This design comes from an exercise in tuning for small area on the open sky130 flow, not from production work.
In this exercise RTL edits were held to simulation tests only and were not proved equivalent to the original.
Power is estimated from default activity; no workload was simulated.

== 02-12 ==
## game
module game(
	input clk,
	input move_en,
	input load,
	input [3:0] load_stage,
	input [9:0] load_x, load_y,
	input load_grav, load_ckpt,
	input bright,
	input rst,
	input up, input down, input left, input right,
	input [9:0] hCount, vCount,
	output reg [11:0] rgb,
	output [9:0] char_x, char_y,
	output [3:0] level
	);
	reg [9:0] xPos, yPos;
	reg [3:0] stage;  
	reg gravity, checkpointFlag;
	assign char_x = xPos;
	assign char_y = yPos;
	assign level = stage;
	wire s8 = stage[3];
	wire s0 = ~stage[3] & (stage[2:0] == 3'd0);
	wire s1 = stage[2:0] == 3'd1;
	wire s2 = stage[2:0] == 3'd2;
	wire s3 = stage[2:0] == 3'd3;
	wire s4 = stage[2:0] == 3'd4;
	wire s5 = stage[2:0] == 3'd5;
	wire s6 = stage[2:0] == 3'd6;
	wire s7 = stage[2:0] == 3'd7;
	wire vs = s8 ? up : gravity;
	wire ge_h_144 = hCount >= 10'd144;
	wire ge_h_161 = hCount >= 10'd161;
	wire ge_h_177 = hCount >= 10'd177;
	wire ge_h_208 = hCount >= 10'd208;
	wire ge_h_209 = hCount >= 10'd209;
	wire ge_h_224 = hCount >= 10'd224;
	wire ge_h_225 = hCount >= 10'd225;
	wire ge_h_240 = hCount >= 10'd240;
	wire ge_h_241 = hCount >= 10'd241;
	wire ge_h_257 = hCount >= 10'd257;
	wire ge_h_272 = hCount >= 10'd272;
	wire ge_h_273 = hCount >= 10'd273;
	wire ge_h_288 = hCount >= 10'd288;
	wire ge_h_289 = hCount >= 10'd289;
	wire ge_h_304 = hCount >= 10'd304;
	wire ge_h_305 = hCount >= 10'd305;
	wire ge_h_320 = hCount >= 10'd320;
	wire ge_h_321 = hCount >= 10'd321;
	wire ge_h_336 = hCount >= 10'd336;
	wire ge_h_337 = hCount >= 10'd337;
	wire ge_h_352 = hCount >= 10'd352;
	wire ge_h_353 = hCount >= 10'd353;
	wire ge_h_369 = hCount >= 10'd369;
	wire ge_h_384 = hCount >= 10'd384;
	wire ge_h_385 = hCount >= 10'd385;
	wire ge_h_400 = hCount >= 10'd400;
	wire ge_h_401 = hCount >= 10'd401;
	wire ge_h_416 = hCount >= 10'd416;
	wire ge_h_417 = hCount >= 10'd417;
  ...
For scale: roughly 1400 cells after synthesis, roughly 91 I/O pins.
clock: 10.0 ns
lec_check: 0
abc_area: 1
cap_margin: 0
core_margin: 2
core_utilization: 35
cts_buf_list: sky130_fd_sc_hd__clkbuf_4 sky130_fd_sc_hd__clkbuf_8
gpl_timing_driven: 0
slew_margin: 0
standard.sh (not shown) runs the stock make flow with config.mk's settings and CLKGATE_MAP_FILE= SYNTH_SCRIPT=/design/flow/synth_recipe.tcl, a recipe that flattens the netlist after the stock synthesis.
==> flow/flow/run.sh <==
#!/bin/bash
# Standard synthesis; then the combinational logic alone is re-synthesised for area with ABC
# (&deepsyn from several seeds in parallel, area mapping, smallest result kept). Registers, their
# names and cell types are left exactly as the standard synthesis made them. Then the standard
# layout, with the smallest buffer cell for the port buffers.
set -euo pipefail
R=orfs/results/${FLOW_PLATFORM}/game/base
L=orfs/logs/${FLOW_PLATFORM}/game/base
LIB=${FLOW_HOME}/platforms/${FLOW_PLATFORM}/lib/sky130_fd_sc_hd__tt_025C_1v80.lib
DST=${DEEPSYN_T:-900}
bash standard.sh synth > standard_synth.log 2>&1
cp $R/1_2_yosys.v standard_1_2_yosys.v
python3 flow/mkcells.py cells_comb.v > mkcells.log 2>&1
DU=$(grep -o -- "-dont_use [^ ]*" $L/1_2_yosys.log | sort -u | tr '\n' ' ')
remap() { # $1 = tag, $2 = abc script
  printf '%s\n' "$2" | tr ';' '\n' > remap_$1.abc
  yosys -l remap_$1_yosys.log -p "read_liberty -lib $LIB; \
    read_verilog standard_1_2_yosys.v; hierarchy -top ${FLOW_TOP}; techmap -map cells_comb.v; \
    opt -purge; techmap; opt -fast -purge; \
    abc -liberty $LIB $DU -script remap_$1.abc; opt_clean -purge; \
    hilomap -singleton -hicell sky130_fd_sc_hd__conb_1 HI -locell sky130_fd_sc_hd__conb_1 LO; \
    splitnets; opt_clean -purge; check -assert; tee -o remap_$1.stat stat -liberty $LIB; \
    write_verilog -noattr -noexpr -nohex -nodec remapped_$1.v" > /dev/null 2>&1 || true
}
remap a "strash; dc2; dch -f; map -a; strash; dch -f; amap" &
for S in 5 6 7 8; do
  remap s$S "strash; &get -n; &deepsyn -T $DST -S $S; &put; dch -f; amap" &
done
wait
best=""; besta=""
for t in a s5 s6 s7 s8; do
  [[ -s remapped_$t.v && -s remap_$t.stat ]] || continue
  a=$(grep -i "chip area" remap_$t.stat | awk '{print $NF}')
  echo "$t $a" >> remap_areas.log
  if [[ -z "$best" ]] || python3 -c "import sys; sys.exit(0 if $a < $besta else 1)"; then best=$t; besta=$a; fi
done
echo "best $best $besta" >> remap_areas.log
cp remapped_$best.v $R/1_2_yosys.v
bash standard.sh BUFFER_PORTS_ARGS="-buffer_cell sky130_fd_sc_hd__buf_1" finish > standard_finish.log 2>&1
Other scripts of this flow, unchanged in this note and not shown: flow/flow/mkcells.py
Modified inputs, 05-06 compared to 02-12
- CAP_MARGIN now 10, was 0
- SLEW_MARGIN now 10, was 0
- GPL_TIMING_DRIVEN no longer set, was 0
-- flow/flow/run.sh --
<<< 02-12, line 8
L=orfs/logs/${FLOW_PLATFORM}/game/base
LIB=${FLOW_HOME}/platforms/${FLOW_PLATFORM}/lib/sky130_fd_sc_hd__tt_025C_1v80.lib
DST=${DEEPSYN_T:-900}
bash standard.sh synth > standard_synth.log 2>&1
cp $R/1_2_yosys.v standard_1_2_yosys.v
>>> 05-06, line 8
L=orfs/logs/${FLOW_PLATFORM}/game/base
LIB=${FLOW_HOME}/platforms/${FLOW_PLATFORM}/lib/sky130_fd_sc_hd__tt_025C_1v80.lib
DST=${DEEPSYN_T:-720}
bash standard.sh synth > standard_synth.log 2>&1
cp $R/1_2_yosys.v standard_1_2_yosys.v
<<< 02-12, line 24
}
remap a "strash; dc2; dch -f; map -a; strash; dch -f; amap" &
for S in 5 6 7 8; do
  remap s$S "strash; &get -n; &deepsyn -T $DST -S $S; &put; dch -f; amap" &
done
wait
best=""; besta=""
for t in a s5 s6 s7 s8; do
  [[ -s remapped_$t.v && -s remap_$t.stat ]] || continue
  a=$(grep -i "chip area" remap_$t.stat | awk '{print $NF}')
>>> 05-06, line 24
}
remap a "strash; dc2; dch -f; map -a; strash; dch -f; amap" &
for S in 1 2 3; do
  remap s$S "strash; &get -n; &deepsyn -T $DST -S $S; &put; dch -f; amap" &
done
wait
best=""; besta=""
for t in a s1 s2 s3; do
  [[ -s remapped_$t.v && -s remap_$t.stat ]] || continue
  a=$(grep -i "chip area" remap_$t.stat | awk '{print $NF}')
--- outcome ---
Against 02-12, 05-06 comes in 2.2% lower on synthesized netlist net count. When 05-06 is measured against 02-12, its fraction of layout instances using a drive strength above 1 turns out 1.8 points higher. Summary of 05-06 over 02-12: total power climbed 0.11 mW; max-slew headroom at the worst pin dropped 5.8 points. Cmp 05-06 vs 02-12: cell area higher in 05-06. All-layer global routing usage (higher): 05-06. Going from 02-12 to 05-06, the setup slack was found to have gone up by 0.25 ns. Per the comparison of 05-06 with 02-12, synthesized area -78 um2; post-detailed-route wirelength per cell now larger. Clock power (02-12 / 05-06): 0.940. Of 02-12 and 05-06, the lower width of the chip belongs to 05-06.

## separate check: timing with driven ports
How much do the figures lean on ideal ports? The routed layouts below were timed once more, with nothing changed but the port constraints.
Step 1, drivers: a clkbuf_16 drives clk and a buf_2 each remaining input, both assumed.
Step 2, shift: input delay + t, output delay - t, t = (earliest + latest rising clock arrival at the registers) / 2. This alone moves slack from input paths to output paths.
a / b / c = ideal ports / drivers / drivers and shift; a / b = the first two.
| run | t (ns) | setup slack, ns | worst register clock-pin slew, ns | worst slew at a driven data input, ns |
|---|---|---|---|---|
| 02-12 | 0.313 | 0.316 / 0.284 / 0.284 | 0.10 / 0.10 | 0.04 |
| 05-06 | 0.331 | 0.571 / 0.548 / 0.548 | 0.11 / 0.11 | 0.04 |
After both steps every run listed still meets setup and hold. For 02-12, which loses most, drivers alone change the setup slack by -0.032 ns; drivers and shift together by -0.032 ns.
